Context: an optimization exercise on an open-source flow, tuned for small area. The choices shown serve that exercise and are no tape-out recipe. RTL that was checked went through simulation tests only; none was proved equivalent to the original. The clock port is modelled as an ideal driver; clocking choices that lean on that would not hold on a real chip. No activity file was given, so power comes from the tool's default toggle rates.

// state_machine_project_top
module state_machine_project_top(
    input i_clk,
    input i_rst,
    input i_switch_1,
    input i_switch_2,
    input i_switch_3,
    input i_switch_4,
    output o_led_1,
    output o_led_2,
    output o_led_3,
    output o_led_4,
    output o_segment2_a,
    output o_segment2_b,
    output o_segment2_c,
    output o_segment2_d,
    output o_segment2_e,
    output o_segment2_f,
    output o_segment2_g,
	output o_segment2_digit
    );
For scale: roughly 360 cells after synthesis, ~18 I/O pins.
Settings: LEC_CHECK=0, CAP_MARGIN=20, CORE_MARGIN=2, CORE_UTILIZATION=70, SLEW_MARGIN=20; clock period 10.0 ns.
standard.sh (not shown) runs the stock make flow with config.mk's settings and CLKGATE_MAP_FILE= SYNTH_SCRIPT=/design/flow/synth_recipe.tcl, a recipe that flattens the netlist after the stock synthesis.
==> flow/flow/run.sh <==
#!/bin/bash
# Own layout flow: the standard flow (standard.sh, ORFS) with these changes:
#  - synthesis is the standard synthesis script (synth_recipe.tcl, sourced
#    unchanged) except that Yosys's abc call uses flow/area.abc, an
#    area-oriented mapping script, instead of ORFS's abc_speed.script; the
#    flip-flops are mapped before abc, so registers, names and cell types are
#    those of the standard synthesis;
#  - ports are buffered with the smallest buffer (buf_1);
set -euo pipefail
HERE=$(cd "$(dirname "$0")" && pwd)
WORK=$(pwd)
cat > "$WORK/own_synth.tcl" <<EOT
proc abc {args} {
  set i [lsearch \$args -script]
  if {\$i >= 0} { set args [lreplace \$args \$i [expr {\$i + 1}] -script $HERE/area.abc] }
  yosys abc {*}\$args
}
source $WORK/synth_recipe.tcl
EOT
sed "s#SYNTH_SCRIPT=[^ ]*#SYNTH_SCRIPT=$WORK/own_synth.tcl#" standard.sh > own_standard.sh
grep -q "SYNTH_SCRIPT=$WORK/own_synth.tcl" own_standard.sh
export BUFFER_PORTS_ARGS="-buffer_cell sky130_fd_sc_hd__buf_1"
export CTS_ARGS="$(cat "$HERE/cts_args.txt")"
export POST_CTS_TCL="$HERE/post_cts.tcl"
bash own_standard.sh > standard_flow.log 2>&1
==> flow/flow/post_cts.tcl <==
set clk_slew_limit 0.120
set sizes {sky130_fd_sc_hd__clkbuf_1 sky130_fd_sc_hd__clkbuf_2 sky130_fd_sc_hd__clkbuf_4 sky130_fd_sc_hd__clkbuf_8 sky130_fd_sc_hd__clkbuf_16}
proc my_max_clk_slew {} {
  estimate_parasitics -placement
  set mx 0
  foreach pin [get_pins -hierarchical */CLK] {
    set s [get_property $pin slew_max]
    if {$s > $mx} { set mx $s }
  }
  return $mx
}
proc my_area {m} { return [get_property [get_lib_cells $m] area] }
set root {}
set leaves {}
foreach inst [get_cells *] {
  set m [get_property $inst ref_name]
  set n [get_full_name $inst]
  if {[string match sky130_fd_sc_hd__clkbuf_* $m] && [string match clkbuf_* $n]} {
    if {[string match clkbuf_0_* $n]} { set root [list $n $m] } else { lappend leaves [list $n $m] }
  }
}
puts "post_cts: root $root, [llength $leaves] leaves, clock slew before [my_max_clk_slew]"
set best {}
set best_area 1e9
if {$root ne {}} {
  foreach rsize {sky130_fd_sc_hd__clkbuf_16 sky130_fd_sc_hd__clkbuf_8 sky130_fd_sc_hd__clkbuf_4 sky130_fd_sc_hd__clkbuf_2} {
    replace_cell [lindex $root 0] $rsize
    set config [list [list [lindex $root 0] $rsize]]
    set area [my_area $rsize]
    set ok 1
    foreach l $leaves {
      lassign $l n m
      replace_cell $n sky130_fd_sc_hd__clkbuf_8
    }
    if {[my_max_clk_slew] > $clk_slew_limit} { set ok 0 }
    if {$ok} {
      foreach l $leaves {
        lassign $l n m
        set chosen sky130_fd_sc_hd__clkbuf_8
        foreach cand {sky130_fd_sc_hd__clkbuf_1 sky130_fd_sc_hd__clkbuf_2 sky130_fd_sc_hd__clkbuf_4} {
          replace_cell $n $cand
          if {[my_max_clk_slew] <= $clk_slew_limit} { set chosen $cand; break }
        }
        replace_cell $n $chosen
        lappend config [list $n $chosen]
        set area [expr {$area + [my_area $chosen]}]
      }
      puts "post_cts: root $rsize -> clock buffer area $area"
      if {$area < $best_area} { set best_area $area; set best $config }
    }
  }
  if {$best eq {}} {
    set best [concat [list $root] $leaves]
  }
  foreach c $best { replace_cell [lindex $c 0] [lindex $c 1] }
}
puts "post_cts: chosen $best (area $best_area), clock slew after [my_max_clk_slew]"
detailed_placement
check_placement -verbose
Other scripts of this flow, unchanged in this note and not shown: flow/flow/area.abc, flow/flow/cts_args.txt
Edit:
--- a/flow/flow/post_cts.tcl
+++ b/flow/flow/post_cts.tcl
@@ -1,3 +1,3 @@
-set clk_slew_limit 0.120
+set clk_slew_limit 0.112
 set sizes {sky130_fd_sc_hd__clkbuf_1 sky130_fd_sc_hd__clkbuf_2 sky130_fd_sc_hd__clkbuf_4 sky130_fd_sc_hd__clkbuf_8 sky130_fd_sc_hd__clkbuf_16}
 proc my_max_clk_slew {} {
Settings changed: CORE_UTILIZATION 70 to 80.
Outcome: The changed run ran to the end with no violations; die area went down by 12%; synthesized area stays the same; worst setup slack loses 0.15 ns; critical path depth stays the same; routed wire length went up by 22%; maximum frequency went down by 3.3%; final area went down by 0.58%; hold slack barely changes; via count went up by 7.6%.
Edit:
Settings changed: CORE_UTILIZATION 80 to 70.
Total power decreases by 1.5%.
Non-clock buffer count is unchanged.
Final cell count increases by 4.1%.
Worst setup slack gets better by 0.15 ns.
Worst hold slack barely changes.
Area after synthesis does not change.
Synthesized cell count stays the same.
Edit:
Settings changed: CORE_UTILIZATION 70 to 60.
After rerunning:
- The new run completed without violations
- clock skew is higher by 0.0088 ns
- area after synthesis stays the same
- utilization came out lower by 10 points
- worst setup slack improves by 0.073 ns
- power stays flat
- via count shrinks by 1.7%
- critical path depth is unchanged
- wire length fell by 4.0%
- first-iteration DRC count is lower by 64%


state_machine_project_top, a different RTL version from the one above (not shown whole).
Size: about 360 cells after synthesis, ~110 flip-flops, ~18 I/O pins.
Settings: LEC_CHECK=0, CAP_MARGIN=20, CORE_MARGIN=2, CORE_UTILIZATION=60, SLEW_MARGIN=20; clock period 10.0 ns.
==> flow/flow/area.abc <==
&get -n
&st
&syn2
&dch -f
&nf -R 1000 -p
&st
&syn2
&dch -f
&nf -R 1000 -p
&put
topo
dnsize -c
==> flow/flow/cts_args.txt <==
-sink_clustering_enable -repair_clock_nets -dont_use_dummy_load -buf_list sky130_fd_sc_hd__clkbuf_8 -sink_clustering_size 25 -sink_clustering_max_diameter 60
==> flow/flow/post_cts.tcl <==
set clk_slew_limit 0.110
proc my_max_clk_slew {} {
  estimate_parasitics -placement
  set mx 0
  foreach pin [get_pins -hierarchical */CLK] {
    set s [get_property $pin slew_max]
    if {$s > $mx} { set mx $s }
  }
  return $mx
}
set bufs {}
foreach inst [get_cells *] {
  set m [get_property $inst ref_name]
  set n [get_full_name $inst]
  if {[string match sky130_fd_sc_hd__clkbuf_* $m] && [string match clkbuf_* $n]} {
    lappend bufs [list $n $m]
  }
}
# leaves first, root last
set bufs [lsort -decreasing -index 0 $bufs]
puts "post_cts: clock slew before [my_max_clk_slew]"
foreach b $bufs {
  lassign $b n m
  foreach cand {sky130_fd_sc_hd__clkbuf_1 sky130_fd_sc_hd__clkbuf_2 sky130_fd_sc_hd__clkbuf_4} {
    if {$cand eq $m} { break }
    replace_cell $n $cand
    set s [my_max_clk_slew]
    if {$s <= $clk_slew_limit} {
      puts "post_cts: $n $m -> $cand (max clock slew $s)"
      set m $cand
      break
    }
    replace_cell $n $m
  }
}
puts "post_cts: clock slew after [my_max_clk_slew]"
detailed_placement
check_placement -verbose
Scripts as last shown in full above: flow/flow/run.sh
The first run finished clean.
Edit:
==> flow/flow/post_cts.tcl (replaced) <==
set clk_slew_limit 0.112
set sizes {sky130_fd_sc_hd__clkbuf_1 sky130_fd_sc_hd__clkbuf_2 sky130_fd_sc_hd__clkbuf_4 sky130_fd_sc_hd__clkbuf_8 sky130_fd_sc_hd__clkbuf_16}
proc my_max_clk_slew {} {
  estimate_parasitics -placement
  set mx 0
  foreach pin [get_pins -hierarchical */CLK] {
    set s [get_property $pin slew_max]
    if {$s > $mx} { set mx $s }
  }
  return $mx
}
proc my_area {m} { return [get_property [get_lib_cells $m] area] }
set root {}
set leaves {}
foreach inst [get_cells *] {
  set m [get_property $inst ref_name]
  set n [get_full_name $inst]
  if {[string match sky130_fd_sc_hd__clkbuf_* $m] && [string match clkbuf_* $n]} {
    if {[string match clkbuf_0_* $n]} { set root [list $n $m] } else { lappend leaves [list $n $m] }
  }
}
puts "post_cts: root $root, [llength $leaves] leaves, clock slew before [my_max_clk_slew]"
set best {}
set best_area 1e9
if {$root ne {}} {
  foreach rsize {sky130_fd_sc_hd__clkbuf_16 sky130_fd_sc_hd__clkbuf_8 sky130_fd_sc_hd__clkbuf_4 sky130_fd_sc_hd__clkbuf_2} {
    replace_cell [lindex $root 0] $rsize
    set config [list [list [lindex $root 0] $rsize]]
    set area [my_area $rsize]
    set ok 1
    foreach l $leaves {
      lassign $l n m
      replace_cell $n sky130_fd_sc_hd__clkbuf_8
    }
    if {[my_max_clk_slew] > $clk_slew_limit} { set ok 0 }
    if {$ok} {
      foreach l $leaves {
        lassign $l n m
        set chosen sky130_fd_sc_hd__clkbuf_8
        foreach cand {sky130_fd_sc_hd__clkbuf_1 sky130_fd_sc_hd__clkbuf_2 sky130_fd_sc_hd__clkbuf_4} {
          replace_cell $n $cand
          if {[my_max_clk_slew] <= $clk_slew_limit} { set chosen $cand; break }
        }
        replace_cell $n $chosen
        lappend config [list $n $chosen]
        set area [expr {$area + [my_area $chosen]}]
      }
      puts "post_cts: root $rsize -> clock buffer area $area"
      if {$area < $best_area} { set best_area $area; set best $config }
    }
  }
  if {$best eq {}} {
    set best [concat [list $root] $leaves]
  }
  foreach c $best { replace_cell [lindex $c 0] [lindex $c 1] }
}
puts "post_cts: chosen $best (area $best_area), clock slew after [my_max_clk_slew]"
detailed_placement
check_placement -verbose
Total power does not change.
Wire length is unchanged.
Clock skew stays the same.
Sequential power barely changes.
Utilization does not change.
Worst setup slack is unchanged.
Final cell count stays the same.
Synthesized area is unchanged.
Maximum frequency is unchanged.
Non-clock buffer count does not change.
Global-route usage is unchanged.


== run A ==
Another version of the RTL of state_machine_project_top (not shown whole).
Size: ~110 flip-flops, roughly 5000 µm² of cells after synthesis.
export LEC_CHECK = 0
export CAP_MARGIN = 20
export CORE_MARGIN = 2
export CORE_UTILIZATION = 70
export CTS_BUF_LIST = sky130_fd_sc_hd__clkbuf_4
export CTS_CLUSTER_DIAMETER = 100
export CTS_CLUSTER_SIZE = 30
export SLEW_MARGIN = 20
create_clock -name core_clock -period 10.0 [get_ports {i_clk}]
run.sh (not shown) runs the stock make flow with config.mk's settings and CLKGATE_MAP_FILE= SYNTH_SCRIPT=/design/flow/synth_recipe.tcl, a recipe that flattens the netlist after the stock synthesis.
Stock flow here: none of the scripts above is used.
Changes in run M relative to run A:
- clearing CTS_CLUSTER_DIAMETER, which used to be 100
- clearing CTS_CLUSTER_SIZE, which used to be 30
- clearing CTS_BUF_LIST, which used to be sky130_fd_sc_hd__clkbuf_4
- swapping 70 for 40 in CORE_UTILIZATION
==> comparison <==
Run M: all stages complete, timing, DRC and antenna checks passed
Comparing run A and run M, power per standard cell area is lower on run A.
Compared with run A, run M shows worst-case vdd ir drop lower by 28%.
The run with more routed wire is run M, not run A.
The part of the total power dissipated in combinational logic reported for run M is smaller than that of run A by 1.1 points.
Side by side, final critical-path required period turned out lower in run M than in run A.
On setup slack of the worst register-to-register path, the lower figure sits with run A, not run M.
Hold slack (higher): run M
Re worst setup slack: run M is 0.18 ns up on run A.
Timing-limited maximum frequency: run M > run A
Comparing run A and run M, the lower worst setup slack after placement was measured on run A.
Compared with run A, run M shows a area growth from synthesis to final layout that is 8.0 points higher.
No run of this note included a check of the RTL's function; only the layout flow was run.


The RTL this note starts from:
==> flow/design.v <==
module binary_to_7segment(
    input i_clk,
    input i_rst,
    input[3:0] i_binary_num,
    output o_segment_a,
    output o_segment_b,
    output o_segment_c,
    output o_segment_d,
    output o_segment_e,
    output o_segment_f,
    output o_segment_g
    );
    reg[3:0] d;
    always @(posedge i_clk)
    begin
        if(i_rst)
            d <= 4'h9;
        else
            d <= i_binary_num;
    end
    assign o_segment_a = !((!d[3] & d[2] & !d[1] & !d[0]) | (!d[2] & !d[1] & d[0]));
    assign o_segment_b =   (d[1] & d[0]) | (!d[3] & !d[2]) | (!d[1] & !d[0]);
    assign o_segment_c = !((d[3] & !d[2]) | (!d[2] & d[1] & !d[0]));
    assign o_segment_d = !(d[3] | (!d[2] & !d[1] & d[0]) | (d[2] & d[1] & d[0]) | (d[2] & !d[1] & !d[0]));
    assign o_segment_e = !(d[0] | (!d[3] & d[2] & !d[1]));
    assign o_segment_f = !((!d[3] & !d[2] & d[1]) | (!d[2] & d[0]) | (d[1] & d[0]));
    assign o_segment_g = !((!d[2] & !d[1]) | (d[2] & d[1] & d[0]));
endmodule
module count_and_toggle #(parameter COUNT_LIMIT = 5000) (
    input i_clk,
    input i_rst,
    input i_enable,
    output reg o_toggle
);
localparam [12:0] Q_START = 13'd11;   
reg [12:0] r_counter;
wire w_last = !r_counter[0] & !r_counter[1] & !r_counter[3] & !r_counter[5] &
              !r_counter[6] & !r_counter[9] & !r_counter[10] & !r_counter[12];
wire w_fb = r_counter[12] ~^ ~(r_counter[0] & r_counter[1]);
always @(posedge i_clk) begin
    if (i_rst | (i_enable & w_last))
        r_counter <= Q_START;
    else if (i_enable)
        r_counter <= {r_counter[11:0], w_fb};
    o_toggle <= !i_rst & i_enable & (o_toggle ^ w_last);
end
endmodule
module debounce_filter #(parameter
    DEBOUNCE_LIMIT = 250
    ) (
    input i_clk,
    input i_rst,
    input i_bouncy,
    output o_debounced
);
localparam [7:0] Q_START = 8'd15;    
reg [7:0] r_count;
reg r_state;
wire w_last = (r_count[6:0] == 7'd0);           
wire w_diff = i_bouncy ^ r_state;
wire w_clr  = i_rst | w_last | !w_diff;
wire w_fb   = r_count[7] ~^ ~(r_count[0] & r_count[4]);
always @(posedge i_clk)
begin
    if (w_clr)
        r_count <= Q_START;
    else
        r_count <= {~r_count[6:0], w_fb};
    if (i_rst)
        r_state <= 1'b0;
    else if (w_last)
        r_state <= i_bouncy;
end
assign o_debounced = r_state;
endmodule
module lfsr_22(
    input i_clk,
    input i_rst,
    output[21:0] o_lfsr_data
);
localparam [21:0] INV = 22'h2AAAAA;   
reg[21:0] r_lfsr;
always @(posedge i_clk) begin
    if(i_rst)
        r_lfsr <= INV;
    else
        r_lfsr <= {~r_lfsr[20:0], r_lfsr[21] ^ r_lfsr[20]};
end
assign o_lfsr_data = r_lfsr;
endmodule
module state_machine_game #(parameter CLKS_PER_SEC = 25000000, parameter GAME_LIMIT = 6)(
    input i_clk,
    input i_rst,
    input i_switch_1,
    input i_switch_2,
    input i_switch_3,
    input i_switch_4,
    output reg [3:0] o_score,
    output o_led_1,
    output o_led_2,
    output o_led_3,
    output o_led_4
    );
    localparam START = 3'd0;
    localparam PATTERN_OFF = 3'd2;
    localparam PATTERN_SHOW = 3'd3;
    localparam WAIT_PLAYER = 3'd1;
    localparam INCR_SCORE = 3'd4;
    localparam LOSER = 3'd5;
    localparam WINNER = 3'd6;
    localparam [3:0] SCORE_WIN = 4'hC;
    localparam [3:0] SCORE_LOSE = 4'hA;
    reg[2:0] r_sm_main;
    reg r_toggle, r_button_dv;
    reg[3:0] r_switch_n;    
    reg[13:0] r_pattern;
    wire [21:0] w_lfsr_data;
    reg[2:0] r_index;
    reg[1:0] r_button_raw;  
    wire w_count_en, w_toggle;
    wire [1:0] w_pat_raw =
        r_index[2] ? (r_index[1] ? r_pattern[13:12] : (r_index[0] ? r_pattern[11:10] : r_pattern[9:8]))
                   : (r_index[1] ? (r_index[0] ? r_pattern[7:6] : r_pattern[5:4])
                                 : (r_index[0] ? r_pattern[3:2] : r_pattern[1:0]));
    wire w_fall = !w_toggle & r_toggle;
    wire w_last = (o_score[2:0] == r_index);
    always @(posedge i_clk)
    begin
        if(i_rst)
        begin
            o_score <= 0;
            r_sm_main <= START;
        end
        else if(i_switch_1 & i_switch_2)
            r_sm_main <= START;
        else
        begin
            case(r_sm_main)
                START:
                begin
                    if(!i_switch_1 & !i_switch_2 & r_button_dv)
                    begin
                        o_score <= 0;
                        r_index <= 0;
                        r_sm_main <= PATTERN_OFF;
                    end
                end
                PATTERN_OFF:
                begin
                    if(w_fall)
                        r_sm_main <= PATTERN_SHOW;
                end
                PATTERN_SHOW:
                begin
                    if(w_fall)
                        if(w_last)
                        begin
                            r_index <= 0;
                            r_sm_main <= WAIT_PLAYER;
                        end
                        else
                        begin
                            r_index <= r_index + 1;
                            r_sm_main <= PATTERN_OFF;
                        end
                end
                WAIT_PLAYER:
                begin
                    if(r_button_dv)
                        if(w_pat_raw != r_button_raw)
                            r_sm_main <= LOSER;
                        else if(w_last)
                        begin
                            r_index <= 0;
                            r_sm_main <= INCR_SCORE;
                        end
                        else
                            r_index <= r_index + 1;
                end
                INCR_SCORE:
                begin
                    o_score <= {1'b0, o_score[2:0] + 3'd1};
                    if(o_score[2:1] == 2'b11)  
                        r_sm_main <= WINNER;
                    else
                        r_sm_main <= PATTERN_OFF;
                end
                WINNER:
                    o_score <= SCORE_WIN;
                LOSER:
                    o_score <= SCORE_LOSE;
                default:
                    r_sm_main <= START;
            endcase
        end
    end
    always @(posedge i_clk)
    begin
        if(r_sm_main == START)
            r_pattern <= w_lfsr_data[13:0];
    end
    wire w_show = (r_sm_main == PATTERN_SHOW);
    assign o_led_1 = (w_show & (w_pat_raw == 2'b10)) | i_switch_1;
    assign o_led_2 = (w_show & (w_pat_raw == 2'b11)) | i_switch_2;
    assign o_led_3 = (w_show & (w_pat_raw == 2'b00)) | i_switch_3;
    assign o_led_4 = (w_show & (w_pat_raw == 2'b01)) | i_switch_4;
    wire w_rel_1 = !r_switch_n[0] & !i_switch_1;
    wire w_rel_2 = !r_switch_n[1] & !i_switch_2;
    wire w_rel_3 = !r_switch_n[2] & !i_switch_3;
    wire w_rel_4 = !r_switch_n[3] & !i_switch_4;
    always @(posedge i_clk)
    begin
        r_toggle <= w_toggle;
        r_switch_n <= i_rst ? 4'b1111 : ~{i_switch_4, i_switch_3, i_switch_2, i_switch_1};
        r_button_dv <= !i_rst & (w_rel_1 | w_rel_2 | w_rel_3 | w_rel_4);
        r_button_raw[1] <= w_rel_1 | w_rel_2;
        r_button_raw[0] <= !w_rel_1 & (w_rel_2 | !w_rel_3);
    end
    assign w_count_en = r_sm_main[2:1] == 2'b01;  
    count_and_toggle #(.COUNT_LIMIT(CLKS_PER_SEC/4)) count_inst(
        .i_clk(i_clk),
        .i_rst(i_rst),
        .i_enable(w_count_en),
        .o_toggle(w_toggle)
    );
    lfsr_22 lfsr_inst(
        .i_clk(i_clk),
        .i_rst(i_rst),
        .o_lfsr_data(w_lfsr_data)
    );
endmodule
module state_machine_project_top(
    input i_clk,
    input i_rst,
    input i_switch_1,
    input i_switch_2,
    input i_switch_3,
    input i_switch_4,
    output o_led_1,
    output o_led_2,
    output o_led_3,
    output o_led_4,
    output o_segment2_a,
    output o_segment2_b,
    output o_segment2_c,
    output o_segment2_d,
    output o_segment2_e,
    output o_segment2_f,
    output o_segment2_g,
	output o_segment2_digit
    );
    localparam GAME_LIMIT = 7;  
    localparam CLKS_PER_SEC = 20000;  
    localparam DEBOUNCE_LIMIT = 250;  
    wire w_switch_1, w_switch_2, w_switch_3, w_switch_4;
    wire w_segment2_a, w_segment2_b, w_segment2_c, w_segment2_d, w_segment2_e, w_segment2_f, w_segment2_g;
    wire[3:0] w_score;
    debounce_filter #(.DEBOUNCE_LIMIT(DEBOUNCE_LIMIT)) debounce_sw1(
        .i_clk(i_clk),
        .i_rst(i_rst),
        .i_bouncy(!i_switch_1),  
        .o_debounced(w_switch_1)
    );
    debounce_filter #(.DEBOUNCE_LIMIT(DEBOUNCE_LIMIT)) debounce_sw2(
        .i_clk(i_clk),
        .i_rst(i_rst),
        .i_bouncy(i_switch_2),
        .o_debounced(w_switch_2)
    );
    debounce_filter #(.DEBOUNCE_LIMIT(DEBOUNCE_LIMIT)) debounce_sw3(
        .i_clk(i_clk),
        .i_rst(i_rst),
        .i_bouncy(i_switch_3),
        .o_debounced(w_switch_3)
    );
    debounce_filter #(.DEBOUNCE_LIMIT(DEBOUNCE_LIMIT)) debounce_sw4(
        .i_clk(i_clk),
        .i_rst(i_rst),
        .i_bouncy(i_switch_4),
        .o_debounced(w_switch_4)
    );
    state_machine_game #(.CLKS_PER_SEC(CLKS_PER_SEC), .GAME_LIMIT(GAME_LIMIT)) game_inst(
        .i_clk(i_clk),
        .i_rst(i_rst),
        .i_switch_1(w_switch_1),
        .i_switch_2(w_switch_2),
        .i_switch_3(w_switch_3),
        .i_switch_4(w_switch_4),
        .o_score(w_score),
        .o_led_1(o_led_1),
        .o_led_2(o_led_2),
        .o_led_3(o_led_3),
        .o_led_4(o_led_4)
    );
    binary_to_7segment scoreboard(
        .i_clk(i_clk),
        .i_rst(i_rst),
        .i_binary_num(w_score),
        .o_segment_a(w_segment2_a),
        .o_segment_b(w_segment2_b),
        .o_segment_c(w_segment2_c),
        .o_segment_d(w_segment2_d),
        .o_segment_e(w_segment2_e),
        .o_segment_f(w_segment2_f),
        .o_segment_g(w_segment2_g)
    );
    assign o_segment2_a = w_segment2_a;
    assign o_segment2_b = w_segment2_b;
    assign o_segment2_c = w_segment2_c;
    assign o_segment2_d = w_segment2_d;
    assign o_segment2_e = w_segment2_e;
    assign o_segment2_f = w_segment2_f;
    assign o_segment2_g = w_segment2_g;
	assign o_segment2_digit = 1'b0;  
endmodule
export LEC_CHECK = 0
export CAP_MARGIN = 20
export CORE_MARGIN = 2
export CORE_UTILIZATION = 60
export SLEW_MARGIN = 20
create_clock -name core_clock -period 10.0 [get_ports {i_clk}]
standard.sh (not shown) runs the stock make flow with config.mk's settings and CLKGATE_MAP_FILE= SYNTH_SCRIPT=/design/flow/synth_recipe.tcl, a recipe that flattens the netlist after the stock synthesis.
==> flow/flow/run.sh <==
#!/bin/bash
# Own layout flow: the standard flow (standard.sh) with two changes:
#  - ports are buffered with the smallest buffer (buf_1) instead of the
#    resizer's default choice;
#  - clock tree synthesis takes its arguments from flow/cts_args.txt
#    (e.g. a smaller buffer list, no dummy loads).
# Every tool's output goes to a log file in this folder (and ORFS's own logs
# stay under orfs/logs).
set -euo pipefail
HERE=$(cd "$(dirname "$0")" && pwd)
export BUFFER_PORTS_ARGS="-buffer_cell sky130_fd_sc_hd__buf_1"
export CTS_ARGS="$(cat "$HERE/cts_args.txt")"
bash standard.sh > standard_flow.log 2>&1
Scripts as last shown in full above: flow/flow/cts_args.txt
The first run completed with no timing, DRC or antenna violations.
Then changed:
==> flow/flow/cts_args.txt (replaced) <==
-sink_clustering_enable -repair_clock_nets -dont_use_dummy_load -root_buf sky130_fd_sc_hd__clkbuf_8 -buf_list sky130_fd_sc_hd__clkbuf_4 -sink_clustering_size 10 -sink_clustering_max_diameter 40
- CORE_UTILIZATION: 60 -> 75
Result: Critical path depth does not change; count of clock-buffer cells in the layout does not change; sequential cell count stays the same; fmax went down slightly; worst setup slack degrades by 0.060 ns; cell area is about the same; worst hold slack degrades by 0.0092 ns; synthesized cell count does not change; total power barely changes; routed wire length grows slightly; utilization is higher by 16 points.

==> re-timing with driven ports <==
Ports are ideal in the flow. The routed layouts listed here were re-timed in OpenROAD.
Step 1: set_driving_cell puts a clkbuf_16 on i_clk and a buf_2 on each other input, an assumption about the parent block.
Step 2 moves the port delays by t, midway between the first and last clock arrival at a register: inputs arrive t later, outputs are due t later. That takes back most of the time a late clock gives input paths.
Three values: ideal, step 1, step 2; two values: the first two.
| run | t, ns | slack for setup (ns) | clock arrival spread, ns | cell pins on the clock port's net |
|---|---|---|---|---|
| the first run of note 1 | 0.564 | 5.561 / 5.534 / 6.003 | 0.021 / 0.021 | 1 |
| the second run of note 1 | 0.567 | 5.410 / 5.380 / 5.947 | 0.030 / 0.030 | 1 |
| the third run of note 1 | 0.564 | 5.561 / 5.534 / 6.003 | 0.021 / 0.021 | 1 |
| the fourth run of note 1 | 0.444 | 5.634 / 5.605 / 6.049 | 0.026 / 0.026 | 1 |
| the first run of note 2 | 0.513 | 5.602 / 5.576 / 6.089 | 0.027 / 0.028 | 1 |
| the second run of note 2 | 0.513 | 5.602 / 5.576 / 6.089 | 0.027 / 0.028 | 1 |
| run A | 0.526 | 5.033 / 5.003 / 5.529 | 0.012 / 0.012 | 1 |
| run M | 0.443 | 5.214 / 5.173 / 5.616 | 0.011 / 0.011 | 1 |
| the first run of note 4 | 0.374 | 5.738 / 5.707 / 6.081 | 0.023 / 0.024 | 1 |
| the second run of note 4 | 0.367 | 5.678 / 5.649 / 6.017 | 0.027 / 0.027 | 1 |
After both steps every run listed still meets setup and hold.
